What follows belongs to an exercise in optimizing a design on an open flow for small area; a production flow would make more cautious choices. The RTL was checked by simulation tests, not by an equivalence proof against the original design. Power is estimated from default activity; no workload was simulated.

## flow/design.v (module list and top-level ports; edited modules follow where they fit)
// module vga640x480: 890 lines
// module bossBattleTop: 345 lines
module bossBattleTop(clk, btnRst, btnLeft, btnRight, btnShoot,
	seg, an, vgaRed, vgaGreen, vgaBlue, Hsync, Vsync
    );
  // ...
==> flow/run.sh <==
#!/bin/bash
# synth_recipe.tcl (not shown) runs the flow's synth.tcl, then flattens the netlist and writes it again
# the make line also repeats each setting of config.mk as NAME=value (left out here)
make -C /OpenROAD-flow-scripts/flow DESIGN_CONFIG=/design/flow/config.mk WORK_HOME=/design/flow/orfs CLKGATE_MAP_FILE= SYNTH_SCRIPT=/design/flow/synth_recipe.tcl finish
==> flow/config.mk <==
export PLATFORM = sky130hd
export DESIGN_NAME = bossBattleTop
export DESIGN_NICKNAME = bossBattleTop
export VERILOG_FILES = /design/flow/design.v
export SDC_FILE = /design/flow/constraint.sdc
export NUM_CORES = 4
export LEC_CHECK = 0
export CAP_MARGIN = 20
export CORE_MARGIN = 2
export CORE_UTILIZATION = 40
export SLEW_MARGIN = 20
==> flow/constraint.sdc <==
create_clock -name core_clock -period 10.0 [get_ports {clk}]
set_input_delay 2.0000 -clock core_clock [delete_from_list [all_inputs] [get_ports {clk}]]
set_output_delay 2.0000 -clock core_clock [all_outputs]
set_load 0.01 [all_outputs]
==> metrics.cfg, run 1 <==
[synth]
synth.ff_latch_count = 177
syn_nets = 2171
seq_area_frac_synth_pct = 25.2

[placed_design]
io_buffers = 25
post-place-ws_ps = 1120

[drt]
drt-pass1-iter-count = 6
route.met3.wl_um = 2620
top_layer = met5
met2_length_um = 22500

[min_path]
min_path_type = reg2reg
hold_end = arst_ff[0]$_DFF_PP1_

[sta]
grt_setup_unrepaired = no
post-route-min-period_ps = 9370

[clock_tree]
clockBufferDepth = 2
cts_resized = 0

[status]
outcome = finished clean

[layout]
clock_cell_area_share_pct = 3.43
fin_util_pct = 43.8
n_antenna_cell = 0
nNetsFinal = 2135
largestClassByArea = multi-input combinational cells

[critical_path]
cp_data_required_time_ps = 8000
cp-startpoint = vgaController.hc[1]$_SDFFE_PP0P_
crit_buf_inv = 5
cpLargestDelayFamily = adder cells
cp.depth = 22
path_cells = inv_1 -> fa_1 -> fa_1 -> fa_1 -> fa_1 -> inv_1 -> fa_1 -> inv_1 -> fa_1 -> fa_1 -> inv_1 -> fa_1 -> ha_1 -> nor2b_1 -> a31oi_1 -> a2111oi_0 -> nor4_1 -> a21boi_1 -> o41ai_2 -> a41oi_1 -> a211oi_2 -> clkdlybuf4s50_1

[pwr]
p_seq_uw = 789
leakagePower_nw = 6.88

[grt]
grt_max_degree = 49

==> run 2: changes to the inputs <==
==> flow/design.v (replaced) <==
`timescale 1ns / 1ps
module vga640x480(
	input wire clk,
	input wire dclk_en,		 
	input wire rst,			 
	input wire display_player,
	input wire indicate1,
	input wire indicate2,
	input wire [4:0] bossHPk,	 
	input wire [2:0] bossState,	 
	input wire [5:1] bossAlive,	 
	input wire [8:0] bossProjY,	 
	input wire [5:0] playerJ,	 
	input wire [9:0] playerX,
	input wire [5:0] pq1, pq2, pq3,	 
	input wire [8:0] py1, py2, py3,	 
	input wire [1:0] gameState,
	output wire hsync,
	output wire vsync,
	output reg [2:0] red,
	output reg [2:0] green,
	output reg [1:0] blue
	);
parameter hpixels = 800;
parameter vlines = 521;
parameter hpulse = 96;
parameter vpulse = 2;
parameter vbp = 31;
parameter vfp = 511;
parameter bossHP_Y = 56;
parameter bossHP_H = 40;
parameter bossHP_X = 144 + 50;
parameter PX_PER_BLOCK = 15;
parameter EYE_PX_PER_BLOCK = 10;
parameter VICTORY_Y = 233;
parameter VICTORY_X = 179;
parameter GAMEOVER_X = 314;
parameter GAMEOVER_Y = 189;
parameter LEFT_EYE_X = 334;
parameter LEFT_EYE_Y = 151;
parameter RIGHT_EYE_X = 264+230;
parameter RIGHT_EYE_Y = 151;
parameter INDIC_W = 10;
parameter INDIC_H = 15;
parameter INDIC_Y = 231;
parameter INDIC1_1X = 254;
parameter INDIC1_2X = 664;
parameter INDIC2_1X = 144 + 30;
parameter INDIC2_2X = 464;
parameter INDIC2_3X = 783 - 30;
parameter bossX = 264;
parameter bossY = 121;
parameter bossW = 400;
parameter bossH = 110;
reg [9:0] hc;
reg [9:0] vc;
reg [5:0] gq;
reg [3:0] gr;
wire hend = GEc(hc, hpixels - 1);
always @(posedge clk)
begin
	if (rst == 1)
	begin
		hc <= 0;
		vc <= 0;
		gq <= 1;
		gr <= 9;
	end
	else if (dclk_en)
	begin
		if (!hend)
		begin
			hc <= INCr(hc);
			if (gr == 14) begin
				gr <= 0;
				gq <= INCr(gq);
			end
			else
				gr <= INCr(gr);
		end
		else
		begin
			hc <= 0;
			gq <= 1;
			gr <= 9;
			if (LEc(vc, vlines - 2))
				vc <= INCr(vc);
			else
				vc <= 0;
		end
	end
end
assign hsync = GEc(hc, hpulse);
assign vsync = GEc(vc, vpulse);
function [10:0] ADDr(input [10:0] a, input [10:0] b);
	integer i;
	reg c;
	begin
		c = 1'b0;
		for (i = 0; i < 11; i = i + 1) begin
			ADDr[i] = a[i] ^ b[i] ^ c;
			c = (a[i] & b[i]) | (c & (a[i] ^ b[i]));
		end
	end
endfunction
function [10:0] SUBr(input [10:0] a, input [10:0] b);
	integer i;
	reg c;
	begin
		c = 1'b1;
		for (i = 0; i < 11; i = i + 1) begin
			SUBr[i] = a[i] ^ ~b[i] ^ c;
			c = (a[i] & ~b[i]) | (c & (a[i] ^ ~b[i]));
		end
	end
endfunction
function [10:0] INCr(input [10:0] a);
	integer i;
	reg c;
	begin
		c = 1'b1;
		for (i = 0; i < 11; i = i + 1) begin
			INCr[i] = a[i] ^ c;
			c = c & a[i];
		end
	end
endfunction
function [10:0] DECr(input [10:0] a);
	integer i;
	reg c;
	begin
		c = 1'b1;
		for (i = 0; i < 11; i = i + 1) begin
			DECr[i] = a[i] ^ c;
			c = c & ~a[i];
		end
	end
endfunction
function GEc(input [10:0] x, input [10:0] c);
	integer i;
	reg r;
	begin
		r = 1'b1;
		for (i = 0; i < 11; i = i + 1)
			r = c[i] ? (x[i] & r) : (x[i] | r);
		GEc = r;
	end
endfunction
function LEc(input [10:0] x, input [10:0] c);
	integer i;
	reg r;
	begin
		r = 1'b1;
		for (i = 0; i < 11; i = i + 1)
			r = c[i] ? (~x[i] | r) : (~x[i] & r);
		LEc = r;
	end
endfunction
wire [10:0] dv = SUBr(vc, bossProjY);		 
wire [10:0] ds = SUBr(hc, bossProjY);		 
wire [10:0] dt = ADDr(hc, bossProjY);		 
reg bvy;
reg [5:1] bcol;
always @(*) begin
	bvy = LEc(dv, 25);
	bcol = 0;
	case (bossState)
		3'd2, 3'd4: bcol = {GEc(hc, 654) && LEc(hc, 674), GEc(hc, 554) && LEc(hc, 574), GEc(hc, 454) && LEc(hc, 474),
			GEc(hc, 354) && LEc(hc, 374), GEc(hc, 254) && LEc(hc, 274)};
		3'd3, 3'd5: bcol = {1'b0, GEc(hc, 604) && LEc(hc, 624), GEc(hc, 504) && LEc(hc, 524),
			GEc(hc, 404) && LEc(hc, 424), GEc(hc, 304) && LEc(hc, 324)};
		3'd6: begin
			bcol = {3'b0, GEc(hc, 614) && LEc(hc, 714), GEc(hc, 214) && LEc(hc, 314)};
			bvy = LEc(dv, 280);
		end
		3'd7: begin
			bcol = {2'b0, GEc(hc, 683) && LEc(hc, 783), GEc(hc, 414) && LEc(hc, 514), GEc(hc, 144) && LEc(hc, 244)};
			bvy = LEc(dv, 280);
		end
		3'd1: begin
			bcol = {1'b0, GEc(dt, 685) && LEc(dt, 705), GEc(ds, 223) && LEc(ds, 243), GEc(dt, 915) && LEc(dt, 935), GEc(ds, 13) && LEc(ds, 33)};
			bvy = LEc(dv, 20);
		end
		default: ;
	endcase
end
wire bossProjDraw = bvy && |(bcol & bossAlive);
wire [5:0] dq = SUBr(gq, playerJ);
wire playerDraw = display_player && GEc(vc, 450) && LEc(vc, 480) &&
	((dq == 0 && GEc(gr, 8)) || dq == 1 || (dq == 2 && LEc(gr, 8)));
wire [9:0] dv1 = SUBr(vc, py1);
wire [9:0] dv2 = SUBr(vc, py2);
wire [9:0] dv3 = SUBr(vc, py3);
wire pcol = LEc(gr, 10);
wire pd1 = pcol && gq == pq1 && GEc(py1, 31) && LEc(dv1, 10);
wire pd2 = pcol && gq == pq2 && GEc(py2, 31) && LEc(dv2, 10);
wire pd3 = pcol && gq == pq3 && GEc(py3, 31) && LEc(dv3, 10);
wire [9:0] bossHPend = ADDr(ADDr({bossHPk, 4'b0}, {bossHPk, 2'b0}), bossHP_X);
wire dc0 = GEc(vc, vbp) && LEc(vc, (vfp) - 1);
wire dc1 = GEc(vc, LEFT_EYE_Y + (2*EYE_PX_PER_BLOCK)) && LEc(vc, LEFT_EYE_Y + (4*EYE_PX_PER_BLOCK)) && GEc(hc, LEFT_EYE_X + (5*EYE_PX_PER_BLOCK)) && LEc(hc, LEFT_EYE_X + (7*EYE_PX_PER_BLOCK));
wire dc2 = GEc(vc, LEFT_EYE_Y + EYE_PX_PER_BLOCK) && LEc(vc, LEFT_EYE_Y + (2*EYE_PX_PER_BLOCK)) && GEc(hc, LEFT_EYE_X + (5*EYE_PX_PER_BLOCK)) && LEc(hc, LEFT_EYE_X + (6*EYE_PX_PER_BLOCK));
wire dc3 = GEc(vc, LEFT_EYE_Y) && LEc(vc, LEFT_EYE_Y + EYE_PX_PER_BLOCK) && GEc(hc, LEFT_EYE_X) && LEc(hc, LEFT_EYE_X + (3*EYE_PX_PER_BLOCK));
wire dc4 = GEc(vc, LEFT_EYE_Y + EYE_PX_PER_BLOCK) && LEc(vc, LEFT_EYE_Y + (2*EYE_PX_PER_BLOCK)) && GEc(hc, LEFT_EYE_X + EYE_PX_PER_BLOCK) && LEc(hc, LEFT_EYE_X + (6*EYE_PX_PER_BLOCK));
wire dc5 = GEc(vc, LEFT_EYE_Y + (2*EYE_PX_PER_BLOCK)) && LEc(vc, LEFT_EYE_Y + (3*EYE_PX_PER_BLOCK)) && GEc(hc, LEFT_EYE_X + EYE_PX_PER_BLOCK) && LEc(hc, LEFT_EYE_X + (9*EYE_PX_PER_BLOCK));
wire dc6 = GEc(vc, LEFT_EYE_Y + (3*EYE_PX_PER_BLOCK)) && LEc(vc, LEFT_EYE_Y + (4*EYE_PX_PER_BLOCK)) && GEc(hc, LEFT_EYE_X + (2*EYE_PX_PER_BLOCK)) && LEc(hc, LEFT_EYE_X + (9*EYE_PX_PER_BLOCK));
wire dc7 = GEc(vc, LEFT_EYE_Y + (4*EYE_PX_PER_BLOCK)) && LEc(vc, LEFT_EYE_Y + (5*EYE_PX_PER_BLOCK)) && GEc(hc, LEFT_EYE_X + (3*EYE_PX_PER_BLOCK)) && LEc(hc, LEFT_EYE_X + (9*EYE_PX_PER_BLOCK));
wire dc8 = GEc(vc, LEFT_EYE_Y + (5*EYE_PX_PER_BLOCK)) && LEc(vc, LEFT_EYE_Y + (6*EYE_PX_PER_BLOCK)) && GEc(hc, LEFT_EYE_X + (4*EYE_PX_PER_BLOCK)) && LEc(hc, LEFT_EYE_X + (8*EYE_PX_PER_BLOCK));
wire dc9 = GEc(vc, LEFT_EYE_Y - (2*EYE_PX_PER_BLOCK)) && LEc(vc, LEFT_EYE_Y - EYE_PX_PER_BLOCK) && GEc(hc, LEFT_EYE_X + (3*EYE_PX_PER_BLOCK)) && LEc(hc, LEFT_EYE_X + (6*EYE_PX_PER_BLOCK));
wire dc10 = GEc(vc, LEFT_EYE_Y - EYE_PX_PER_BLOCK) && LEc(vc, LEFT_EYE_Y) && GEc(hc, LEFT_EYE_X + (5*EYE_PX_PER_BLOCK)) && LEc(hc, LEFT_EYE_X + (8*EYE_PX_PER_BLOCK));
wire dc11 = GEc(vc, LEFT_EYE_Y) && LEc(vc, LEFT_EYE_Y + EYE_PX_PER_BLOCK) && GEc(hc, LEFT_EYE_X + (7*EYE_PX_PER_BLOCK)) && LEc(hc, LEFT_EYE_X + (10*EYE_PX_PER_BLOCK));
wire dc12 = GEc(vc, RIGHT_EYE_Y + (2*EYE_PX_PER_BLOCK)) && LEc(vc, RIGHT_EYE_Y + (4*EYE_PX_PER_BLOCK)) && GEc(hc, RIGHT_EYE_X + (2*EYE_PX_PER_BLOCK)) && LEc(hc, RIGHT_EYE_X + (4*EYE_PX_PER_BLOCK));
wire dc13 = GEc(vc, RIGHT_EYE_Y + EYE_PX_PER_BLOCK) && LEc(vc, RIGHT_EYE_Y + (2*EYE_PX_PER_BLOCK)) && GEc(hc, RIGHT_EYE_X + (3*EYE_PX_PER_BLOCK)) && LEc(hc, RIGHT_EYE_X + (4*EYE_PX_PER_BLOCK));
wire dc14 = GEc(vc, RIGHT_EYE_Y) && LEc(vc, RIGHT_EYE_Y + EYE_PX_PER_BLOCK) && GEc(hc, RIGHT_EYE_X + (6*EYE_PX_PER_BLOCK)) && LEc(hc, RIGHT_EYE_X + (9*EYE_PX_PER_BLOCK));
wire dc15 = GEc(vc, RIGHT_EYE_Y + EYE_PX_PER_BLOCK) && LEc(vc, RIGHT_EYE_Y + (2*EYE_PX_PER_BLOCK)) && GEc(hc, RIGHT_EYE_X + (3*EYE_PX_PER_BLOCK)) && LEc(hc, RIGHT_EYE_X + (8*EYE_PX_PER_BLOCK));
wire dc16 = GEc(vc, RIGHT_EYE_Y + (2*EYE_PX_PER_BLOCK)) && LEc(vc, RIGHT_EYE_Y + (3*EYE_PX_PER_BLOCK)) && GEc(hc, RIGHT_EYE_X) && LEc(hc, RIGHT_EYE_X + (8*EYE_PX_PER_BLOCK));
wire dc17 = GEc(vc, RIGHT_EYE_Y + (3*EYE_PX_PER_BLOCK)) && LEc(vc, RIGHT_EYE_Y + (4*EYE_PX_PER_BLOCK)) && GEc(hc, RIGHT_EYE_X) && LEc(hc, RIGHT_EYE_X + (7*EYE_PX_PER_BLOCK));
wire dc18 = GEc(vc, RIGHT_EYE_Y + (4*EYE_PX_PER_BLOCK)) && LEc(vc, RIGHT_EYE_Y + (5*EYE_PX_PER_BLOCK)) && GEc(hc, RIGHT_EYE_X) && LEc(hc, RIGHT_EYE_X + (6*EYE_PX_PER_BLOCK));
wire dc19 = GEc(vc, RIGHT_EYE_Y + (5*EYE_PX_PER_BLOCK)) && LEc(vc, RIGHT_EYE_Y + (6*EYE_PX_PER_BLOCK)) && GEc(hc, RIGHT_EYE_X + EYE_PX_PER_BLOCK) && LEc(hc, RIGHT_EYE_X + (5*EYE_PX_PER_BLOCK));
wire dc20 = GEc(vc, RIGHT_EYE_Y - (2*EYE_PX_PER_BLOCK)) && LEc(vc, RIGHT_EYE_Y - EYE_PX_PER_BLOCK) && GEc(hc, RIGHT_EYE_X + (3*EYE_PX_PER_BLOCK)) && LEc(hc, RIGHT_EYE_X + (6*EYE_PX_PER_BLOCK));
wire dc21 = GEc(vc, RIGHT_EYE_Y - EYE_PX_PER_BLOCK) && LEc(vc, RIGHT_EYE_Y) && GEc(hc, RIGHT_EYE_X + EYE_PX_PER_BLOCK) && LEc(hc, RIGHT_EYE_X + (4*EYE_PX_PER_BLOCK));
wire dc22 = GEc(vc, RIGHT_EYE_Y) && LEc(vc, RIGHT_EYE_Y + EYE_PX_PER_BLOCK) && GEc(hc, RIGHT_EYE_X - EYE_PX_PER_BLOCK) && LEc(hc, RIGHT_EYE_X + (2*EYE_PX_PER_BLOCK));
wire dc23 = GEc(vc, bossY) && LEc(vc, bossY + bossH) && GEc(hc, bossX) && LEc(hc, bossX + bossW);
wire dc24 = GEc(vc, bossHP_Y) && LEc(vc, (bossHP_Y + bossHP_H)) && GEc(hc, bossHP_X) && LEc(hc, bossHPend);
wire dc25 = GEc(bossHPk, (18) + 1);
wire dc26 = GEc(bossHPk, (9) + 1);
wire dc27 = indicate1 && GEc(vc, INDIC_Y) && LEc(vc, INDIC_Y + INDIC_H) && ((GEc(hc, INDIC1_1X) && LEc(hc, INDIC1_1X + INDIC_W)) || (GEc(hc, INDIC1_2X) && LEc(hc, INDIC1_2X + INDIC_W)));
wire dc28 = indicate2 && GEc(vc, INDIC_Y) && LEc(vc, INDIC_Y + INDIC_H) && ((GEc(hc, INDIC2_1X) && LEc(hc, INDIC2_1X + INDIC_W)) || (GEc(hc, INDIC2_2X) && LEc(hc, INDIC2_2X + INDIC_W)) || (GEc(hc, INDIC2_3X) && LEc(hc, INDIC2_3X + INDIC_W)));
wire dc29 = GEc(vc, VICTORY_Y) && LEc(vc, VICTORY_Y + (3*PX_PER_BLOCK)) && (GEc(gq, 14) || (gq == 13 && GEc(gr, 8))) && (LEc(gq, 13) || (gq == 14 && LEc(gr, 8)));
wire dc30 = GEc(vc, VICTORY_Y) && LEc(vc, VICTORY_Y + (3*PX_PER_BLOCK)) && (GEc(gq, 18) || (gq == 17 && GEc(gr, 8))) && (LEc(gq, 17) || (gq == 18 && LEc(gr, 8)));
wire dc31 = GEc(vc, VICTORY_Y + (3*PX_PER_BLOCK)) && LEc(vc, VICTORY_Y + (4*PX_PER_BLOCK)) && (((GEc(gq, 15) || (gq == 14 && GEc(gr, 8))) && (LEc(gq, 14) || (gq == 15 && LEc(gr, 8)))) || ((GEc(gq, 17) || (gq == 16 && GEc(gr, 8))) && (LEc(gq, 16) || (gq == 17 && LEc(gr, 8)))));
wire dc32 = GEc(vc, VICTORY_Y + (4*PX_PER_BLOCK)) && LEc(vc, VICTORY_Y + (5*PX_PER_BLOCK)) && (GEc(gq, 16) || (gq == 15 && GEc(gr, 8))) && (LEc(gq, 15) || (gq == 16 && LEc(gr, 8)));
wire dc33 = GEc(vc, VICTORY_Y) && LEc(vc, VICTORY_Y + (5*PX_PER_BLOCK)) && (GEc(gq, 20) || (gq == 19 && GEc(gr, 8))) && (LEc(gq, 19) || (gq == 20 && LEc(gr, 8)));
wire dc34 = GEc(vc, VICTORY_Y) && LEc(vc, VICTORY_Y + PX_PER_BLOCK) && (GEc(gq, 22) || (gq == 21 && GEc(gr, 8))) && (LEc(gq, 24) || (gq == 25 && LEc(gr, 8)));
wire dc35 = GEc(vc, VICTORY_Y) && LEc(vc, VICTORY_Y + (5*PX_PER_BLOCK)) && (GEc(gq, 22) || (gq == 21 && GEc(gr, 8))) && (LEc(gq, 21) || (gq == 22 && LEc(gr, 8)));
wire dc36 = GEc(vc, VICTORY_Y + (4*PX_PER_BLOCK)) && LEc(vc, VICTORY_Y + (5*PX_PER_BLOCK)) && (GEc(gq, 22) || (gq == 21 && GEc(gr, 8))) && (LEc(gq, 24) || (gq == 25 && LEc(gr, 8)));
wire dc37 = GEc(vc, VICTORY_Y) && LEc(vc, VICTORY_Y + PX_PER_BLOCK) && (GEc(gq, 27) || (gq == 26 && GEc(gr, 8))) && (LEc(gq, 30) || (gq == 31 && LEc(gr, 8)));
wire dc38 = GEc(vc, VICTORY_Y) && LEc(vc, VICTORY_Y + (5*PX_PER_BLOCK)) && (GEc(gq, 29) || (gq == 28 && GEc(gr, 8))) && (LEc(gq, 28) || (gq == 29 && LEc(gr, 8)));
wire dc39 = GEc(vc, VICTORY_Y) && LEc(vc, VICTORY_Y + PX_PER_BLOCK) && (GEc(gq, 34) || (gq == 33 && GEc(gr, 8))) && (LEc(gq, 34) || (gq == 35 && LEc(gr, 8)));
wire dc40 = GEc(vc, VICTORY_Y + PX_PER_BLOCK) && LEc(vc, VICTORY_Y + (4*PX_PER_BLOCK)) && (GEc(gq, 33) || (gq == 32 && GEc(gr, 8))) && (LEc(gq, 32) || (gq == 33 && LEc(gr, 8)));
wire dc41 = GEc(vc, VICTORY_Y + PX_PER_BLOCK) && LEc(vc, VICTORY_Y + (4*PX_PER_BLOCK)) && (GEc(gq, 36) || (gq == 35 && GEc(gr, 8))) && (LEc(gq, 35) || (gq == 36 && LEc(gr, 8)));
wire dc42 = GEc(vc, VICTORY_Y + (4*PX_PER_BLOCK)) && LEc(vc, VICTORY_Y + (5*PX_PER_BLOCK)) && (GEc(gq, 34) || (gq == 33 && GEc(gr, 8))) && (LEc(gq, 34) || (gq == 35 && LEc(gr, 8)));
wire dc43 = GEc(vc, VICTORY_Y) && LEc(vc, VICTORY_Y + PX_PER_BLOCK) && (GEc(gq, 38) || (gq == 37 && GEc(gr, 8))) && (LEc(gq, 39) || (gq == 40 && LEc(gr, 8)));
wire dc44 = GEc(vc, VICTORY_Y) && LEc(vc, VICTORY_Y + (5*PX_PER_BLOCK)) && (GEc(gq, 38) || (gq == 37 && GEc(gr, 8))) && (LEc(gq, 37) || (gq == 38 && LEc(gr, 8)));
wire dc45 = GEc(vc, VICTORY_Y + (2*PX_PER_BLOCK)) && LEc(vc, VICTORY_Y + (3*PX_PER_BLOCK)) && (GEc(gq, 38) || (gq == 37 && GEc(gr, 8))) && (LEc(gq, 40) || (gq == 41 && LEc(gr, 8)));
wire dc46 = GEc(vc, VICTORY_Y + PX_PER_BLOCK) && LEc(vc, VICTORY_Y + (2*PX_PER_BLOCK)) && (GEc(gq, 41) || (gq == 40 && GEc(gr, 8))) && (LEc(gq, 40) || (gq == 41 && LEc(gr, 8)));
wire dc47 = GEc(vc, VICTORY_Y + (3*PX_PER_BLOCK)) && LEc(vc, VICTORY_Y + (4*PX_PER_BLOCK)) && (GEc(gq, 40) || (gq == 39 && GEc(gr, 8))) && (LEc(gq, 39) || (gq == 40 && LEc(gr, 8)));
wire dc48 = GEc(vc, VICTORY_Y + (4*PX_PER_BLOCK)) && LEc(vc, VICTORY_Y + (5*PX_PER_BLOCK)) && (GEc(gq, 41) || (gq == 40 && GEc(gr, 8))) && (LEc(gq, 40) || (gq == 41 && LEc(gr, 8)));
wire dc49 = GEc(vc, VICTORY_Y) && LEc(vc, VICTORY_Y + PX_PER_BLOCK) && (((GEc(gq, 43) || (gq == 42 && GEc(gr, 8))) && (LEc(gq, 42) || (gq == 43 && LEc(gr, 8)))) || ((GEc(gq, 47) || (gq == 46 && GEc(gr, 8))) && (LEc(gq, 46) || (gq == 47 && LEc(gr, 8)))));
wire dc50 = GEc(vc, VICTORY_Y + PX_PER_BLOCK) && LEc(vc, VICTORY_Y + (2*PX_PER_BLOCK)) && (((GEc(gq, 44) || (gq == 43 && GEc(gr, 8))) && (LEc(gq, 43) || (gq == 44 && LEc(gr, 8)))) || ((GEc(gq, 46) || (gq == 45 && GEc(gr, 8))) && (LEc(gq, 45) || (gq == 46 && LEc(gr, 8)))));
wire dc51 = GEc(vc, VICTORY_Y + (2*PX_PER_BLOCK)) && LEc(vc, VICTORY_Y + (5*PX_PER_BLOCK)) && (GEc(gq, 45) || (gq == 44 && GEc(gr, 8))) && (LEc(gq, 44) || (gq == 45 && LEc(gr, 8)));
wire dc52 = GEc(vc, VICTORY_Y) && LEc(vc, VICTORY_Y + (3*PX_PER_BLOCK)) && (GEc(gq, 49) || (gq == 48 && GEc(gr, 8))) && (LEc(gq, 48) || (gq == 49 && LEc(gr, 8)));
wire dc53 = GEc(vc, VICTORY_Y + (4*PX_PER_BLOCK)) && LEc(vc, VICTORY_Y + (5*PX_PER_BLOCK)) && (GEc(gq, 49) || (gq == 48 && GEc(gr, 8))) && (LEc(gq, 48) || (gq == 49 && LEc(gr, 8)));
wire dc54 = GEc(vc, GAMEOVER_Y) && LEc(vc, GAMEOVER_Y + PX_PER_BLOCK) && (GEc(gq, 24) || (gq == 23 && GEc(gr, 8))) && (LEc(gq, 25) || (gq == 26 && LEc(gr, 8)));
wire dc55 = GEc(vc, GAMEOVER_Y + PX_PER_BLOCK) && LEc(vc, GAMEOVER_Y + (4*PX_PER_BLOCK)) && (GEc(gq, 23) || (gq == 22 && GEc(gr, 8))) && (LEc(gq, 22) || (gq == 23 && LEc(gr, 8)));
wire dc56 = GEc(vc, GAMEOVER_Y + (4*PX_PER_BLOCK)) && LEc(vc, GAMEOVER_Y + (5*PX_PER_BLOCK)) && (GEc(gq, 24) || (gq == 23 && GEc(gr, 8))) && (LEc(gq, 25) || (gq == 26 && LEc(gr, 8)));
wire dc57 = GEc(vc, GAMEOVER_Y + (2*PX_PER_BLOCK)) && LEc(vc, GAMEOVER_Y + (5*PX_PER_BLOCK)) && (GEc(gq, 26) || (gq == 25 && GEc(gr, 8))) && (LEc(gq, 25) || (gq == 26 && LEc(gr, 8)));
wire dc58 = GEc(vc, GAMEOVER_Y + (2*PX_PER_BLOCK)) && LEc(vc, GAMEOVER_Y + (3*PX_PER_BLOCK)) && (GEc(gq, 25) || (gq == 24 && GEc(gr, 8))) && (LEc(gq, 24) || (gq == 25 && LEc(gr, 8)));
wire dc59 = GEc(vc, GAMEOVER_Y) && LEc(vc, GAMEOVER_Y + PX_PER_BLOCK) && (GEc(gq, 29) || (gq == 28 && GEc(gr, 8))) && (LEc(gq, 29) || (gq == 30 && LEc(gr, 8)));
wire dc60 = GEc(vc, GAMEOVER_Y + PX_PER_BLOCK) && LEc(vc, GAMEOVER_Y + (5*PX_PER_BLOCK)) && (GEc(gq, 28) || (gq == 27 && GEc(gr, 8))) && (LEc(gq, 27) || (gq == 28 && LEc(gr, 8)));
wire dc61 = GEc(vc, GAMEOVER_Y + PX_PER_BLOCK) && LEc(vc, GAMEOVER_Y + (5*PX_PER_BLOCK)) && (GEc(gq, 31) || (gq == 30 && GEc(gr, 8))) && (LEc(gq, 30) || (gq == 31 && LEc(gr, 8)));
wire dc62 = GEc(vc, GAMEOVER_Y + (2*PX_PER_BLOCK)) && LEc(vc, GAMEOVER_Y + (3*PX_PER_BLOCK)) && (GEc(gq, 29) || (gq == 28 && GEc(gr, 8))) && (LEc(gq, 29) || (gq == 30 && LEc(gr, 8)));
wire dc63 = GEc(vc, GAMEOVER_Y) && LEc(vc, GAMEOVER_Y + (5*PX_PER_BLOCK)) && (GEc(gq, 33) || (gq == 32 && GEc(gr, 8))) && (LEc(gq, 32) || (gq == 33 && LEc(gr, 8)));
wire dc64 = GEc(vc, GAMEOVER_Y + PX_PER_BLOCK) && LEc(vc, GAMEOVER_Y + (2*PX_PER_BLOCK)) && (GEc(gq, 34) || (gq == 33 && GEc(gr, 8))) && (LEc(gq, 33) || (gq == 34 && LEc(gr, 8)));
wire dc65 = GEc(vc, GAMEOVER_Y + (2*PX_PER_BLOCK)) && LEc(vc, GAMEOVER_Y + (3*PX_PER_BLOCK)) && (GEc(gq, 35) || (gq == 34 && GEc(gr, 8))) && (LEc(gq, 34) || (gq == 35 && LEc(gr, 8)));
wire dc66 = GEc(vc, GAMEOVER_Y + PX_PER_BLOCK) && LEc(vc, GAMEOVER_Y + (2*PX_PER_BLOCK)) && (GEc(gq, 36) || (gq == 35 && GEc(gr, 8))) && (LEc(gq, 35) || (gq == 36 && LEc(gr, 8)));
wire dc67 = GEc(vc, GAMEOVER_Y) && LEc(vc, GAMEOVER_Y + (5*PX_PER_BLOCK)) && (GEc(gq, 37) || (gq == 36 && GEc(gr, 8))) && (LEc(gq, 36) || (gq == 37 && LEc(gr, 8)));
wire dc68 = GEc(vc, GAMEOVER_Y) && LEc(vc, GAMEOVER_Y + PX_PER_BLOCK) && (GEc(gq, 40) || (gq == 39 && GEc(gr, 8))) && (LEc(gq, 41) || (gq == 42 && LEc(gr, 8)));
wire dc69 = GEc(vc, GAMEOVER_Y + (2*PX_PER_BLOCK)) && LEc(vc, GAMEOVER_Y + (3*PX_PER_BLOCK)) && (GEc(gq, 40) || (gq == 39 && GEc(gr, 8))) && (LEc(gq, 40) || (gq == 41 && LEc(gr, 8)));
wire dc70 = GEc(vc, GAMEOVER_Y + (4*PX_PER_BLOCK)) && LEc(vc, GAMEOVER_Y + (5*PX_PER_BLOCK)) && (GEc(gq, 40) || (gq == 39 && GEc(gr, 8))) && (LEc(gq, 41) || (gq == 42 && LEc(gr, 8)));
wire dc71 = GEc(vc, GAMEOVER_Y) && LEc(vc, GAMEOVER_Y + (5*PX_PER_BLOCK)) && (GEc(gq, 39) || (gq == 38 && GEc(gr, 8))) && (LEc(gq, 38) || (gq == 39 && LEc(gr, 8)));
wire dc72 = GEc(vc, GAMEOVER_Y + (6*PX_PER_BLOCK)) && LEc(vc, GAMEOVER_Y + (7*PX_PER_BLOCK)) && (GEc(gq, 24) || (gq == 23 && GEc(gr, 8))) && (LEc(gq, 24) || (gq == 25 && LEc(gr, 8)));
wire dc73 = GEc(vc, GAMEOVER_Y + (7*PX_PER_BLOCK)) && LEc(vc, GAMEOVER_Y + (10*PX_PER_BLOCK)) && (GEc(gq, 23) || (gq == 22 && GEc(gr, 8))) && (LEc(gq, 22) || (gq == 23 && LEc(gr, 8)));
wire dc74 = GEc(vc, GAMEOVER_Y + (7*PX_PER_BLOCK)) && LEc(vc, GAMEOVER_Y + (10*PX_PER_BLOCK)) && (GEc(gq, 26) || (gq == 25 && GEc(gr, 8))) && (LEc(gq, 25) || (gq == 26 && LEc(gr, 8)));
wire dc75 = GEc(vc, GAMEOVER_Y + (10*PX_PER_BLOCK)) && LEc(vc, GAMEOVER_Y + (11*PX_PER_BLOCK)) && (GEc(gq, 24) || (gq == 23 && GEc(gr, 8))) && (LEc(gq, 24) || (gq == 25 && LEc(gr, 8)));
wire dc76 = GEc(vc, GAMEOVER_Y + (6*PX_PER_BLOCK)) && LEc(vc, GAMEOVER_Y + (9*PX_PER_BLOCK)) && (GEc(gq, 28) || (gq == 27 && GEc(gr, 8))) && (LEc(gq, 27) || (gq == 28 && LEc(gr, 8)));
wire dc77 = GEc(vc, GAMEOVER_Y + (6*PX_PER_BLOCK)) && LEc(vc, GAMEOVER_Y + (9*PX_PER_BLOCK)) && (GEc(gq, 32) || (gq == 31 && GEc(gr, 8))) && (LEc(gq, 31) || (gq == 32 && LEc(gr, 8)));
wire dc78 = GEc(vc, GAMEOVER_Y + (9*PX_PER_BLOCK)) && LEc(vc, GAMEOVER_Y + (10*PX_PER_BLOCK)) && (GEc(gq, 29) || (gq == 28 && GEc(gr, 8))) && (LEc(gq, 28) || (gq == 29 && LEc(gr, 8)));
wire dc79 = GEc(vc, GAMEOVER_Y + (10*PX_PER_BLOCK)) && LEc(vc, GAMEOVER_Y + (11*PX_PER_BLOCK)) && (GEc(gq, 30) || (gq == 29 && GEc(gr, 8))) && (LEc(gq, 29) || (gq == 30 && LEc(gr, 8)));
wire dc80 = GEc(vc, GAMEOVER_Y + (9*PX_PER_BLOCK)) && LEc(vc, GAMEOVER_Y + (10*PX_PER_BLOCK)) && (GEc(gq, 31) || (gq == 30 && GEc(gr, 8))) && (LEc(gq, 30) || (gq == 31 && LEc(gr, 8)));
wire dc81 = GEc(vc, GAMEOVER_Y + (6*PX_PER_BLOCK)) && LEc(vc, GAMEOVER_Y + (11*PX_PER_BLOCK)) && (GEc(gq, 34) || (gq == 33 && GEc(gr, 8))) && (LEc(gq, 33) || (gq == 34 && LEc(gr, 8)));
wire dc82 = GEc(vc, GAMEOVER_Y + (6*PX_PER_BLOCK)) && LEc(vc, GAMEOVER_Y + (7*PX_PER_BLOCK)) && (GEc(gq, 35) || (gq == 34 && GEc(gr, 8))) && (LEc(gq, 36) || (gq == 37 && LEc(gr, 8)));
wire dc83 = GEc(vc, GAMEOVER_Y + (8*PX_PER_BLOCK)) && LEc(vc, GAMEOVER_Y + (9*PX_PER_BLOCK)) && (GEc(gq, 35) || (gq == 34 && GEc(gr, 8))) && (LEc(gq, 35) || (gq == 36 && LEc(gr, 8)));
wire dc84 = GEc(vc, GAMEOVER_Y + (10*PX_PER_BLOCK)) && LEc(vc, GAMEOVER_Y + (11*PX_PER_BLOCK)) && (GEc(gq, 35) || (gq == 34 && GEc(gr, 8))) && (LEc(gq, 36) || (gq == 37 && LEc(gr, 8)));
wire dc85 = GEc(vc, GAMEOVER_Y + (6*PX_PER_BLOCK)) && LEc(vc, GAMEOVER_Y + (11*PX_PER_BLOCK)) && (GEc(gq, 39) || (gq == 38 && GEc(gr, 8))) && (LEc(gq, 38) || (gq == 39 && LEc(gr, 8)));
wire dc86 = GEc(vc, GAMEOVER_Y + (6*PX_PER_BLOCK)) && LEc(vc, GAMEOVER_Y + (7*PX_PER_BLOCK)) && (GEc(gq, 40) || (gq == 39 && GEc(gr, 8))) && (LEc(gq, 40) || (gq == 41 && LEc(gr, 8)));
wire dc87 = GEc(vc, GAMEOVER_Y + (8*PX_PER_BLOCK)) && LEc(vc, GAMEOVER_Y + (9*PX_PER_BLOCK)) && (GEc(gq, 40) || (gq == 39 && GEc(gr, 8))) && (LEc(gq, 41) || (gq == 42 && LEc(gr, 8)));
wire dc88 = GEc(vc, GAMEOVER_Y + (7*PX_PER_BLOCK)) && LEc(vc, GAMEOVER_Y + (8*PX_PER_BLOCK)) && (GEc(gq, 42) || (gq == 41 && GEc(gr, 8))) && (LEc(gq, 41) || (gq == 42 && LEc(gr, 8)));
wire dc89 = GEc(vc, GAMEOVER_Y + (9*PX_PER_BLOCK)) && LEc(vc, GAMEOVER_Y + (10*PX_PER_BLOCK)) && (GEc(gq, 41) || (gq == 40 && GEc(gr, 8))) && (LEc(gq, 40) || (gq == 41 && LEc(gr, 8)));
wire dc90 = GEc(vc, GAMEOVER_Y + (10*PX_PER_BLOCK)) && LEc(vc, GAMEOVER_Y + (11*PX_PER_BLOCK)) && (GEc(gq, 42) || (gq == 41 && GEc(gr, 8))) && (LEc(gq, 41) || (gq == 42 && LEc(gr, 8)));
always @(*)
begin
	red = 3'b000;
	green = 3'b000;
	blue = 2'b00;
	if (dc0)
	begin
		if (gameState == 2'b00) begin
			if (dc1)
			begin
				red = 3'b000;
				green = 3'b000;
				blue = 2'b00;
			end
			else if (dc2)
			begin
				red = 3'b000;
				green = 3'b000;
				blue = 2'b00;
			end
			else if (dc3)
			begin
				red = 3'b111;
				green = 3'b111;
				blue = 2'b11;
			end
			else if (dc4)
			begin
				red = 3'b111;
				green = 3'b111;
				blue = 2'b11;
			end
			else if (dc5)
			begin
				red = 3'b111;
				green = 3'b111;
				blue = 2'b11;
			end
			else if (dc6)
			begin
				red = 3'b111;
				green = 3'b111;
				blue = 2'b11;
			end
			else if (dc7)
			begin
				red = 3'b111;
				green = 3'b111;
				blue = 2'b11;
			end
			else if (dc8)
			begin
				red = 3'b111;
				green = 3'b111;
				blue = 2'b11;
			end
			else if (dc9)
			begin
				red = 3'b000;
				green = 3'b000;
				blue = 2'b00;
			end
			else if (dc10)
			begin
				red = 3'b000;
				green = 3'b000;
				blue = 2'b00;
			end
			else if (dc11)
			begin
				red = 3'b000;
				green = 3'b000;
				blue = 2'b00;
			end
			else if (dc12)
			begin
				red = 3'b000;
				green = 3'b000;
				blue = 2'b00;
			end
			else if (dc13)
			begin
				red = 3'b000;
				green = 3'b000;
				blue = 2'b00;
			end
			else if (dc14)
			begin
				red = 3'b111;
				green = 3'b111;
				blue = 2'b11;
			end
			else if (dc15)
			begin
				red = 3'b111;
				green = 3'b111;
				blue = 2'b11;
			end
			else if (dc16)
			begin
				red = 3'b111;
				green = 3'b111;
				blue = 2'b11;
			end
			else if (dc17)
			begin
				red = 3'b111;
				green = 3'b111;
				blue = 2'b11;
			end
			else if (dc18)
			begin
				red = 3'b111;
				green = 3'b111;
				blue = 2'b11;
			end
			else if (dc19)
			begin
				red = 3'b111;
				green = 3'b111;
				blue = 2'b11;
			end
			else if (dc20)
			begin
				red = 3'b000;
				green = 3'b000;
				blue = 2'b00;
			end
			else if (dc21)
			begin
				red = 3'b000;
				green = 3'b000;
				blue = 2'b00;
			end
			else if (dc22)
			begin
				red = 3'b000;
				green = 3'b000;
				blue = 2'b00;
			end
			else if (dc23)
			begin
				red = 3'b111;
				green = 3'b000;
				blue = 2'b00;
			end
			else if (dc24)
			begin
				if (dc25) begin
					red = 3'b000;
					green = 3'b111;
					blue = 2'b00;
				end
				else if (dc26) begin
					red = 3'b111;
					green = 3'b111;
					blue = 2'b00;
				end
				else begin
					red = 3'b111;
					green = 3'b000;
					blue = 2'b00;
				end
			end
			else if (dc27)
			begin
				red = 3'b111;
				green = 3'b111;
				blue = 2'b00;
			end
			else if (dc28)
			begin
				red = 3'b111;
				green = 3'b111;
				blue = 2'b00;
			end
			else if (bossProjDraw)
			begin
				red = 3'b111;
				green = 3'b000;
				blue = 2'b11;
			end
			else if (playerDraw)
			begin
				red = 3'b000;
				green = 3'b000;
				blue = 2'b11;
			end
			else if (pd1 || pd2 || pd3)
			begin
				red = 3'b000;
				green = 3'b111;
				blue = 2'b11;
			end
			else
			begin
				red = 0;
				green = 0;
				blue = 0;
			end
		end
		else if (gameState == 2'b01) begin
			if (dc29)
			begin
				red = 3'b000;
				green = 3'b111;
				blue = 2'b00;
			end
			else if (dc30)
			begin
				red = 3'b000;
				green = 3'b111;
				blue = 2'b00;
			end
			else if (dc31)
			begin
				red = 3'b000;
				green = 3'b111;
				blue = 2'b00;
			end
			else if (dc32)
			begin
				red = 3'b000;
				green = 3'b111;
				blue = 2'b00;
			end
			else if (dc33)
			begin
				red = 3'b000;
				green = 3'b111;
				blue = 2'b00;
			end
			else if (dc34)
			begin
				red = 3'b000;
				green = 3'b111;
				blue = 2'b00;
			end
			else if (dc35)
			begin
				red = 3'b000;
				green = 3'b111;
				blue = 2'b00;
			end
			else if (dc36)
			begin
				red = 3'b000;
				green = 3'b111;
				blue = 2'b00;
			end
			else if (dc37)
			begin
				red = 3'b000;
				green = 3'b111;
				blue = 2'b00;
			end
			else if (dc38)
			begin
				red = 3'b000;
				green = 3'b111;
				blue = 2'b00;
			end
			else if (dc39)
			begin
				red = 3'b000;
				green = 3'b111;
				blue = 2'b00;
			end
			else if (dc40)
			begin
				red = 3'b000;
				green = 3'b111;
				blue = 2'b00;
			end
			else if (dc41)
			begin
				red = 3'b000;
				green = 3'b111;
				blue = 2'b00;
			end
			else if (dc42)
			begin
				red = 3'b000;
				green = 3'b111;
				blue = 2'b00;
			end
			else if (dc43)
			begin
				red = 3'b000;
				green = 3'b111;
				blue = 2'b00;
			end
			else if (dc44)
			begin
				red = 3'b000;
				green = 3'b111;
				blue = 2'b00;
			end
			else if (dc45)
			begin
				red = 3'b000;
				green = 3'b111;
				blue = 2'b00;
			end
			else if (dc46)
			begin
				red = 3'b000;
				green = 3'b111;
				blue = 2'b00;
			end
			else if (dc47)
			begin
				red = 3'b000;
				green = 3'b111;
				blue = 2'b00;
			end
			else if (dc48)
			begin
				red = 3'b000;
				green = 3'b111;
				blue = 2'b00;
			end
			else if (dc49)
			begin
				red = 3'b000;
				green = 3'b111;
				blue = 2'b00;
			end
			else if (dc50)
			begin
				red = 3'b000;
				green = 3'b111;
				blue = 2'b00;
			end
			else if (dc51)
			begin
				red = 3'b000;
				green = 3'b111;
				blue = 2'b00;
			end
			else if (dc52)
			begin
				red = 3'b000;
				green = 3'b111;
				blue = 2'b00;
			end
            else if (dc53)
            begin
                red = 3'b000;
                green = 3'b111;
                blue = 2'b00;
            end
			else
			begin
				red = 0;
				green = 0;
				blue = 0;
			end
		end
		else if (gameState == 2'b10)
		begin
			if (dc54)
			begin
				red = 3'b111;
				green = 3'b111;
				blue = 2'b11;
			end
			else if (dc55)
			begin
				red = 3'b111;
				green = 3'b111;
				blue = 2'b11;
			end
			else if (dc56)
			begin
				red = 3'b111;
				green = 3'b111;
				blue = 2'b11;
			end
			else if (dc57)
			begin
				red = 3'b111;
				green = 3'b111;
				blue = 2'b11;
			end
			else if (dc58)
			begin
				red = 3'b111;
				green = 3'b111;
				blue = 2'b11;
			end
			else if (dc59)
			begin
				red = 3'b111;
				green = 3'b111;
				blue = 2'b11;
			end
			else if (dc60)
			begin
				red = 3'b111;
				green = 3'b111;
				blue = 2'b11;
			end
			else if (dc61)
			begin
				red = 3'b111;
				green = 3'b111;
				blue = 2'b11;
			end
			else if (dc62)
			begin
				red = 3'b111;
				green = 3'b111;
				blue = 2'b11;
			end
			else if (dc63)
			begin
				red = 3'b111;
				green = 3'b111;
				blue = 2'b11;
			end
			else if (dc64)
			begin
				red = 3'b111;
				green = 3'b111;
				blue = 2'b11;
			end
			else if (dc65)
			begin
				red = 3'b111;
				green = 3'b111;
				blue = 2'b11;
			end
			else if (dc66)
			begin
				red = 3'b111;
				green = 3'b111;
				blue = 2'b11;
			end
			else if (dc67)
			begin
				red = 3'b111;
				green = 3'b111;
				blue = 2'b11;
			end
			else if (dc68)
			begin
				red = 3'b111;
				green = 3'b111;
				blue = 2'b11;
			end
			else if (dc69)
			begin
				red = 3'b111;
				green = 3'b111;
				blue = 2'b11;
			end
			else if (dc70)
			begin
				red = 3'b111;
				green = 3'b111;
				blue = 2'b11;
			end
			else if (dc71)
			begin
				red = 3'b111;
				green = 3'b111;
				blue = 2'b11;
			end
			else if (dc72)
			begin
				red = 3'b111;
				green = 3'b111;
				blue = 2'b11;
			end
			else if (dc73)
			begin
				red = 3'b111;
				green = 3'b111;
				blue = 2'b11;
			end
			else if (dc74)
			begin
				red = 3'b111;
				green = 3'b111;
				blue = 2'b11;
			end
			else if (dc75)
			begin
				red = 3'b111;
				green = 3'b111;
				blue = 2'b11;
			end
			else if (dc76)
			begin
				red = 3'b111;
				green = 3'b111;
				blue = 2'b11;
			end
			else if (dc77)
			begin
				red = 3'b111;
				green = 3'b111;
				blue = 2'b11;
			end
			else if (dc78)
			begin
				red = 3'b111;
				green = 3'b111;
				blue = 2'b11;
			end
			else if (dc79)
			begin
				red = 3'b111;
				green = 3'b111;
				blue = 2'b11;
			end
			else if (dc80)
			begin
				red = 3'b111;
				green = 3'b111;
				blue = 2'b11;
			end
			else if (dc81)
			begin
				red = 3'b111;
				green = 3'b111;
				blue = 2'b11;
			end
			else if (dc82)
			begin
				red = 3'b111;
				green = 3'b111;
				blue = 2'b11;
			end
			else if (dc83)
			begin
				red = 3'b111;
				green = 3'b111;
				blue = 2'b11;
			end
			else if (dc84)
			begin
				red = 3'b111;
				green = 3'b111;
				blue = 2'b11;
			end
			else if (dc85)
			begin
				red = 3'b111;
				green = 3'b111;
				blue = 2'b11;
			end
			else if (dc86)
			begin
				red = 3'b111;
				green = 3'b111;
				blue = 2'b11;
			end
			else if (dc87)
			begin
				red = 3'b111;
				green = 3'b111;
				blue = 2'b11;
			end
			else if (dc88)
			begin
				red = 3'b111;
				green = 3'b111;
				blue = 2'b11;
			end
			else if (dc89)
			begin
				red = 3'b111;
				green = 3'b111;
				blue = 2'b11;
			end
			else if (dc90)
			begin
				red = 3'b111;
				green = 3'b111;
				blue = 2'b11;
			end
			else
			begin
				red = 0;
				green = 0;
				blue = 0;
			end
		end
	end
	else
	begin
		red = 0;
		green = 0;
		blue = 0;
	end
end
endmodule
`timescale 1ns / 1ps
module bossBattleTop(clk, btnRst, btnLeft, btnRight, btnShoot,
	seg, an, vgaRed, vgaGreen, vgaBlue, Hsync, Vsync
    );
	input clk, btnRst, btnLeft, btnRight, btnShoot;
	output reg [7:0] seg;
	output [3:0] an;
	output [2:0] vgaRed, vgaGreen;
	output [1:0] vgaBlue;
	output Hsync, Vsync;
	function [10:0] ADDr(input [10:0] a, input [10:0] b);
		integer i;
		reg c;
		begin
			c = 1'b0;
			for (i = 0; i < 11; i = i + 1) begin
				ADDr[i] = a[i] ^ b[i] ^ c;
				c = (a[i] & b[i]) | (c & (a[i] ^ b[i]));
			end
		end
	endfunction
	function [10:0] SUBr(input [10:0] a, input [10:0] b);
		integer i;
		reg c;
		begin
			c = 1'b1;
			for (i = 0; i < 11; i = i + 1) begin
				SUBr[i] = a[i] ^ ~b[i] ^ c;
				c = (a[i] & ~b[i]) | (c & (a[i] ^ ~b[i]));
			end
		end
	endfunction
	function [10:0] INCr(input [10:0] a);
		integer i;
		reg c;
		begin
			c = 1'b1;
			for (i = 0; i < 11; i = i + 1) begin
				INCr[i] = a[i] ^ c;
				c = c & a[i];
			end
		end
	endfunction
	function [10:0] DECr(input [10:0] a);
		integer i;
		reg c;
		begin
			c = 1'b1;
			for (i = 0; i < 11; i = i + 1) begin
				DECr[i] = a[i] ^ c;
				c = c & ~a[i];
			end
		end
	endfunction
	function GEc(input [10:0] x, input [10:0] c);
		integer i;
		reg r;
		begin
			r = 1'b1;
			for (i = 0; i < 11; i = i + 1)
				r = c[i] ? (x[i] & r) : (x[i] | r);
			GEc = r;
		end
	endfunction
	function LEc(input [10:0] x, input [10:0] c);
		integer i;
		reg r;
		begin
			r = 1'b1;
			for (i = 0; i < 11; i = i + 1)
				r = c[i] ? (~x[i] | r) : (~x[i] & r);
			LEc = r;
		end
	endfunction
	reg [1:0] arst_ff;
	wire rst = arst_ff[0];
	always @ (posedge clk or posedge btnRst)
		if (btnRst)
			arst_ff <= 2'b11;
		else
			arst_ff <= {1'b0, arst_ff[1]};
	reg first;
	always @(posedge clk)
		first <= rst;
	reg [1:0] c4;
	reg [6:0] a;
	reg [1:0] b4;
	reg [4:0] b30;
	reg [4:0] d;
	reg [5:0] e;
	wire c0 = c4 == 2'b00;
	wire c1 = c4 == 2'b01;
	wire c2 = c4 == 2'b11;
	wire c3 = c4 == 2'b10;
	wire a0 = a == 7'b0000000;
	wire a25 = a == 7'b0101110;
	wire a50 = a == 7'b1010110;
	wire a75 = a == 7'b1011001;
	wire a100 = a == 7'b0010110;
	wire a124 = a == 7'b1010000;
	wire b30_0 = b30 == 5'b00000;
	wire b30_20 = b30 == 5'b11011;
	wire b30_29 = b30 == 5'b11000;
	wire d0 = d == 5'b00000;
	wire d10 = d == 5'b10001;
	wire d16 = d == 5'b10111;
	wire d19 = d == 5'b11101;
	wire e0 = e == 6'b000000;
	wire aend = c3 && a124;
	wire b30end = aend && b30_29;
	always @(posedge clk) begin
		if (rst) begin
			c4 <= 0; a <= 0; b4 <= 0; b30 <= 0; d <= 0; e <= 0;
		end
		else begin
			c4 <= {c4[0], ~c4[1]};
			if (c3) begin
				a <= a124 ? 7'd0 : {a[5:0], ~(a[6] ^ a[5])};
				e <= {e[4:0], e[5] ^ e[4] ^ (e[4:0] == 5'b00000)};
			end
			if (aend) begin
				b4 <= {b4[0], ~b4[1]};
				b30 <= b30_29 ? 5'd0 : {b30[3:0], ~(b30[4] ^ b30[2])};
			end
			if (b30end)
				d <= d19 ? 5'd0 : {d[3:0], ~(d[4] ^ d[2])};
		end
	end
	wire t500 = c0 && a0;					 
	wire pulse_playerProj = t500 && !first;			 
	wire pulse_bossProj = c0 && (					 
		(b4 == 2'b00 && (a0 || a100)) ||
		(b4 == 2'b01 && a75) ||
		(b4 == 2'b11 && a50) ||
		(b4 == 2'b10 && a25));
	wire pulse_immune = t500 && b30_0;			 
	wire phi0 = pulse_immune && d0;
	wire pulse_cycleStep = phi0 && !first;			 
	wire phi150000 = pulse_immune && d10;			 
	wire phi250002 = c2 && a0 && b30_20 && d16;		 
	wire en_vga = c1;					 
	wire en_display = aend && b4 == 2'b01;			 
	wire deb_en = c0 && e0 && !first;			 
	wire deb_out = c2 && e0;				 
	reg [2:0] stepL, stepR, stepS;
	always @(posedge clk)
		if (rst) begin
			stepL <= 0; stepR <= 0; stepS <= 0;
		end
		else if (deb_en) begin
			stepL <= {btnLeft, stepL[2:1]};
			stepR <= {btnRight, stepR[2:1]};
			stepS <= {btnShoot, stepS[2:1]};
		end
	wire mvLeft = deb_out && !stepL[0] && stepL[1];
	wire mvRight = deb_out && !stepR[0] && stepR[1];
	wire shoot = deb_out && !stepS[0] && stepS[1];
	reg [5:0] pJ;
	reg [1:0] playerHP;
	reg immune;
	reg [17:0] itimer;	 
	reg playerHit;
	always @(posedge clk)
		if (rst) begin
			pJ <= 6'd31;
			playerHP <= 2'd3;
			immune <= 0;
		end
		else begin
			if (immune) begin
				itimer <= {itimer[16:0], itimer[17] ^ itimer[10]};
				if (itimer == 18'h08d32)
					immune <= 0;
			end
			else if (playerHit && playerHP != 0) begin
				playerHP <= DECr(playerHP);
				itimer <= 18'd1;
				immune <= 1;
			end
			if (mvLeft && pJ != 6'd11)
				pJ <= DECr(pJ);
			else if (mvRight && pJ != 6'd51)
				pJ <= INCr(pJ);
		end
	wire [9:0] playerX = SUBr(SUBr({pJ, 4'b0}, pJ), 16);
	reg display_player;
	always @(posedge clk)
		if (immune) begin
			if (pulse_immune)
				display_player <= ~display_player;
		end
		else
			display_player <= 1;
	reg [5:0] pq1, pq2, pq3;
	reg [8:0] py1, py2, py3;
	reg bossHit;
	reg [1:0] bossCollided;
	always @(posedge clk) begin
		if (rst) begin
			pq1 <= 0; pq2 <= 0; pq3 <= 0;
		end
		else if (shoot) begin
			if (pq1 == 0) begin
				pq1 <= INCr(pJ); py1 <= 9'd420;
			end
			else if (pq2 == 0) begin
				pq2 <= INCr(pJ); py2 <= 9'd420;
			end
			else if (pq3 == 0) begin
				pq3 <= INCr(pJ); py3 <= 9'd420;
			end
		end
		if (pulse_playerProj) begin
			pq1 <= (pq1 == 0 || LEc(py1, 9'd30)) ? 6'd0 : pq1;
			pq2 <= (pq2 == 0 || LEc(py2, 9'd30)) ? 6'd0 : pq2;
			pq3 <= (pq3 == 0 || LEc(py3, 9'd30)) ? 6'd0 : pq3;
			py1 <= DECr(py1);
			py2 <= DECr(py2);
			py3 <= DECr(py3);
		end
		if (bossHit) begin
			case (bossCollided)
				2'd1: pq1 <= 0;
				2'd2: pq2 <= 0;
				2'd3: pq3 <= 0;
				default: ;
			endcase
		end
	end
	wire bh1 = LEc(py1, (9'd231) - 1) && GEc(pq1, 6'd19) && LEc(pq1, 6'd45);
	wire bh2 = LEc(py2, (9'd231) - 1) && GEc(pq2, 6'd19) && LEc(pq2, 6'd45);
	wire bh3 = LEc(py3, (9'd231) - 1) && GEc(pq3, 6'd19) && LEc(pq3, 6'd45);
	always @(posedge clk) begin
		bossHit <= bh1 || bh2 || bh3;
		bossCollided <= bh1 ? 2'd1 : bh2 ? 2'd2 : 2'd3;
	end
	reg [4:0] bossHPk;
	reg [2:0] bst;
	reg bwait;
	reg bossShoot;
	always @(posedge clk)
		if (rst) begin
			bossHPk <= 5'd27;
			bst <= 0;
			bwait <= 0;
			bossShoot <= 0;
		end
		else begin
			if (bossHit)
				bossHPk <= GEc(bossHPk, 2) ? DECr(bossHPk) : 5'd0;
			bossShoot <= (pulse_cycleStep && (bst == 3'd1 || bst == 3'd2 || bst == 3'd3 || bst == 3'd4 || bst == 3'd7)) ||
				(bwait && phi150000);
			if (bwait && phi150000)
				bwait <= 0;
			else if (pulse_cycleStep && (bst == 3'd5 || bst == 3'd6))
				bwait <= 1;
			if (pulse_cycleStep)
				bst <= (bst == 3'd7) ? 3'd1 : INCr(bst);
		end
	wire indicate1 = bwait && bst == 3'd6;
	wire indicate2 = bwait && bst == 3'd7;
	wire beamState = bst == 3'd6 || bst == 3'd7;
	reg [5:1] bossAlive;
	reg [8:0] bossProjY;
	wire projHit = playerHit;
	reg [2:0] projCollided;
	always @(posedge clk)
		if (rst || (beamState && phi250002))
			bossAlive <= 0;
		else if (bossShoot) begin
			bossProjY <= 9'd231;
			case (bst)
				3'd2, 3'd4: bossAlive <= 5'b11111;
				3'd6: bossAlive <= 5'b00011;
				3'd7: bossAlive <= 5'b00111;
				default: bossAlive <= 5'b01111;
			endcase
		end
		else if (pulse_bossProj && !beamState) begin
			bossProjY <= INCr(bossProjY);
			if (bossProjY == 9'd511)
				bossAlive <= 0;
		end
		else if (projHit && !beamState) begin
			case (projCollided)
				3'd1: bossAlive[1] <= 0;
				3'd2: bossAlive[2] <= 0;
				3'd3: bossAlive[3] <= 0;
				3'd4: bossAlive[4] <= 0;
				3'd5: bossAlive[5] <= 0;
				default: ;
			endcase
		end
	wire [10:0] cm = SUBr(playerX, bossProjY);	 
	wire [10:0] cp = ADDr(playerX, bossProjY);	 
	reg [5:1] ccol;
	reg yhit;
	always @(*) begin
		ccol = 0;
		yhit = GEc(bossProjY, 9'd426) && LEc(bossProjY, 9'd486);
		case (bst)
			3'd2, 3'd4: ccol = {GEc(pJ, 43) && LEc(pJ, 45), GEc(pJ, 37) && LEc(pJ, 39), GEc(pJ, 30) && LEc(pJ, 32),
				GEc(pJ, 23) && LEc(pJ, 25), GEc(pJ, 17) && LEc(pJ, 19)};
			3'd3, 3'd5: ccol = {1'b0, GEc(pJ, 40) && LEc(pJ, 42), GEc(pJ, 33) && LEc(pJ, 35),
				GEc(pJ, 27) && LEc(pJ, 29), GEc(pJ, 20) && LEc(pJ, 22)};
			3'd6: begin
				ccol = {3'b0, GEc(pJ, 41) && LEc(pJ, 48), GEc(pJ, 14) && LEc(pJ, 21)};
				yhit = GEc(bossProjY, 9'd171) && LEc(bossProjY, 9'd231);
			end
			3'd7: begin
				ccol = {2'b0, GEc(pJ, 45) && LEc(pJ, 51), GEc(pJ, 27) && LEc(pJ, 35), GEc(pJ, 11) && LEc(pJ, 17)};
				yhit = GEc(bossProjY, 9'd171) && LEc(bossProjY, 9'd231);
			end
			3'd1: begin
				ccol = {1'b0, GEc(cp, 656) && LEc(cp, 704), GEc(cm, 194) && LEc(cm, 242),
					GEc(cp, 886) && LEc(cp, 934), LEc(cm, 32) || GEc(cm, 11'h7f0)};
				yhit = GEc(bossProjY, 9'd431) && LEc(bossProjY, 9'd491);
			end
			default: ;
		endcase
	end
	wire [5:1] ph = (yhit ? ccol : 5'b0) & bossAlive;
	always @(posedge clk) begin
		playerHit <= |ph;
		projCollided <= ph[1] ? 3'd1 : ph[2] ? 3'd2 : ph[3] ? 3'd3 : ph[4] ? 3'd4 : 3'd5;
	end
	reg [1:0] gameState;
	always @(posedge clk)
		if (rst)
			gameState <= 2'b00;
		else if (bossHPk == 0)
			gameState <= 2'b01;
		else if (playerHP == 0)
			gameState <= 2'b10;
		else
			gameState <= 2'b00;
	reg [1:0] digit;
	always @(posedge clk)
		if (rst)
			digit <= 0;
		else if (en_display)
			digit <= {digit[0], ~digit[1]};
	assign an = {digit != 2'b00, digit != 2'b01, digit != 2'b11, digit != 2'b10};
	always @(*)
		if (digit != 2'b10)
			seg = 8'b11111111;
		else
			case (playerHP)
				2'd0: seg = 8'b11000000;
				2'd1: seg = 8'b11111001;
				2'd2: seg = 8'b10100100;
				default: seg = 8'b10110000;
			endcase
	vga640x480 vgaController(
		.clk(clk), .dclk_en(en_vga), .rst(rst), .display_player(display_player),
		.indicate1(indicate1), .indicate2(indicate2), .bossHPk(bossHPk),
		.bossState(bst), .bossAlive(bossAlive), .bossProjY(bossProjY),
		.playerJ(pJ), .playerX(playerX), .pq1(pq1), .pq2(pq2), .pq3(pq3),
		.py1(py1), .py2(py2), .py3(py3), .gameState(gameState),
		.hsync(Hsync), .vsync(Vsync), .red(vgaRed), .green(vgaGreen), .blue(vgaBlue));
endmodule
==> run 2 against run 1 <==
Synthesized area down 3.8%. Maximum frequency increased by 7.1%. Combinational power down 19%. Final cell count fell by 0.74%. Critical path type unchanged. Largest power group unchanged. Highest routed layer is now met4.
==> metrics.cfg, run 2 <==
[status]
outcome = finished clean

[floorplanning]
chipWidth_um = 202
fp.dieH_um = 202
io_pins = 27
coreArea_um2 = 38600
initial_utilization_pct = 40.5
dieArea_um2 = 40600
rows = 72

[placed_design]
dpl.cell_count = 2381
place_area_um2 = 16200
hpwl_um = 35700
gp_congestion = 0.942
io_buffers = 25  ; unchanged

[grt]
grt_pass1_wl_um = 76300
grt_remaining_overflow = 0
grt_pass1_vias = 13900
antenna_found_initial = 0
grt_util_all_layers_pct = 23.5
grt_max_degree = 68  ; +39%

[drt]
vias = 14300
drt-pass1-iter-count = 5  ; -1
drt-met1-wl_um = 20900
top_layer = met4
route.met3.wl_um = 3210  ; +22%
wl_per_cell_um = 19.7
met2_length_um = 22100  ; -1.9%
drt_iter0_markers = 1162
totalWireLength_um = 47600
remaining_drc_errors = 0
ant_nets = 0
viasPerCell = 5.93

[synth]
synth_top_area_cell = dfxtp_1
synth_edf_count = 54
synthMuxAreaShare_pct = 1.76
synth_top_family_by_area = simple AND/OR/NAND/NOR gates
synth_compound_area_share_pct = 19.6
yosysMostFrequentCell = nand2_1
synth_area_um2 = 15600
synth_ff_type = dfxtp_1
yosysUniqueCellTypes = 89
synth_xor_xnor_area_share_pct = 2.24
syn_nets = 2131  ; -1.8%
synth.avg_cell_area_um2 = 8.14
seq_area_frac_synth_pct = 26.2  ; +0.99 points
yosys.area_share.simple_pct = 23.0
yosys.area.top_type_share_pct = 15.5
syn_inst = 1920
synth_fa_ha_area_share_pct = 20.0
synth.ff_latch_count = 177  ; unchanged
yosys_warnings = 2
ys_async_sr_fraction_pct = 1.13
synth_common_cells = nand2_1, inv_1, nor2_1
synth_top_cells_by_area = dfxtp_1, ha_1, edfxtp_1

[sta]
grt_setup_unrepaired = no
final.setup.tns_ps = 0
final_hold_viol_count = 0
fmax_mhz = 114
skew_ps = 11.7
fin_crit_sh_pct = 87.4
setup_viol = 0
drv_slew = 0
tightest_slew_ps = 1130
post-route-min-period_ps = 8740  ; -622 ps
slew_headroom_pct = 22.7
hold_slack_ps = 361

[layout]
final_cell_mix = nand2_1, inv_1, nor2_1
n_antenna_cell = 0  ; unchanged
area_delta_synth_final_pct = 7.75
fin_area_um2 = 16800
layout-drive-gt1-share_pct = 4.96
final_common_cell = nand2_1
instances_no_fill = 2413
reg.largest.list = itimer (18), vgaController.hc (10), vgaController.vc (10)
largest_register = itimer
largest_reg_flops = 18
nNetsFinal = 2093  ; -2.0%

[pwr]
leakagePower_nw = 6.53  ; -5.2%
p_seq_share_pct = 47.3
switching_power_uw = 474
p_int_mw = 1.17
power.density_nw_per_um2 = 97.6
clkPwrFrac_pct = 42.0
swShare_pct = 28.9
pwr-share-comb_pct = 10.7
ir_drop_v = 0.0000668
power.total_mw = 1.64

[clock_tree]
h-tree-depth = 4
holdBufCountCts = 0
clockBufferDepth = 2  ; unchanged
cts_sinks = 177
numCtsBuffers = 17
clk_pin_slew_ps = 80
cts_resized = 0  ; unchanged
clk_latency_ps = 450
cts_tree = yes
post_cts_buffers = 0
cts_root_buf = clkbuf_16

[critical_path]
crit_path_end_kind = output port
crit_arrival_ps = 6740
critical_path_class = reg2out
cp_data_required_time_ps = 8000  ; about the same
worstPathMaxFanout = 7
start_kind = flop

[flow_run]
cap_violations = 0

[min_path]
min_path_type = reg2reg

==> run 2: cell count changes in the layout (fill, tap and decap cells not counted), sizes merged, moves of 13 or more <==
cell | before | now
nor3 | 34 | 47
nand2 | 131 | 201
nand4 | 41 | 27
ha | 164 | 133
o21ai | 84 | 105
o211ai | 26 | 13
==> run 2: layer usage <==
layer,track usage [%],vias to the layer above
met5,0,-
met1,31.8,6860
met3,3.21,104
li1,-,6750
met4,8.72,0
met2,38.1,600
==> run 2: cells by family after synthesis <==
family          after synthesis
simple gates                719
other cells                   2
mux                          27
compound gates              468
buf+inv                     281
flops                       177
fa+ha+maj                   206
xor+xnor                     40
==> run 2: worst paths after layout <==
| path | startpoint | depth (start not counted) | slack (ps) | end |
|---|---|---|---|---|
| max in group asynchronous | btnRst | 2 | 8120 | arst_ff[0]$_DFF_PP1_ |
| setup reg to reg | pJ[0]$_SDFFE_PP1P_ | 22 | 3940 | projCollided[1]$_SDFF_PP0_ |
| setup / recovery | bossProjY[0]$_SDFFCE_PP1P_ | 24 | 1260 | vgaGreen[1] |
| hold reg to reg | arst_ff[1]$_DFF_PP1_ | 0 | 360 | arst_ff[0]$_DFF_PP1_ |
| min in group asynchronous | btnRst | 2 | 1860 | arst_ff[1]$_DFF_PP1_ |
| hold / removal | arst_ff[1]$_DFF_PP1_ | 0 | 360 | arst_ff[0]$_DFF_PP1_ |
==> run 2: power by group through the flow <==
| stage | logic (mW) | registers, mW | clock network [mW] |
|---|---|---|---|
| finish | 0.176 | 0.776 | 0.690 |
| detailed placement | 0.175 | 0.793 | 0 |
| global placement | 0.171 | 0.792 | 0 |
| CTS | 0.176 | 0.776 | 0.705 |
| global route | 0.198 | 0.779 | 0.736 |
| floorplan | 0.130 | 0.784 | 0 |
==> run 2: cell type report <==
class                           instances  area, µm²
Fill cell                            3925      21700
Multi-Input combinational cell       1462      10400
Sequential cell                       177       4100
Inverter                              180        676
Tap cell                              518        648
Clock buffer                           18        450
Timing Repair Buffer                   44        393
Clock inverter                         14        156
==> run 2: worst max-delay path, stage by stage (launching register included) <==
cell             delay [ps]
edfxtp_1                520
ha_1                    190
inv_1                    40
fa_1                    370
fa_1                    400
fa_1                    390
fa_1                    380
inv_1                    80
fa_1                    160
inv_1                    50
fa_1                    390
fa_1                    380
inv_1                    80
fa_1                    200
ha_1                    260
nor2b_1                 150
nand2_1                  80
o21bai_1                 70
nor4b_1                 150
o41a_1                  410
a31oi_1                 170
a41o_1                  310
a311oi_1                120
nor3b_1                 310
clkdlybuf4s50_1         610
==> run 2: per-stage QoR <==
step	util [%]	setup slack, ps
floorplan	-	2550
global placement	42.1	1840
detailed placement	42.1	1790
CTS	43.6	1260
global route	43.7	945
finish	43.7	1260

## afterwards: timing with drivers on the ports
The results above use ideal ports. As a check the final layouts listed here were re-extracted and re-timed, cells and wires unchanged.
Step 1 assumes that a clkbuf_16 drives the clock port and a buf_2 every other input.
Step 2 also shifts input and output timing later by t, the mid clock arrival at the registers, as if the neighbouring blocks saw the same clock.
Three values: ideal ports, drivers, drivers and shift; two values: the first two.
run | t (ns) | setup slack, ns | worst setup path at the end | clock arrival spread, ns | worst register clock-pin slew, ns
run 1 | 0.505 | 0.635 / 0.583 / 1.088 | register to output | 0.013 / 0.012 | 0.08 / 0.08
run 2 | 0.498 | 1.257 / 1.206 / 1.704 | register to output | 0.016 / 0.015 | 0.08 / 0.08
After both steps every run listed still meets setup and hold.
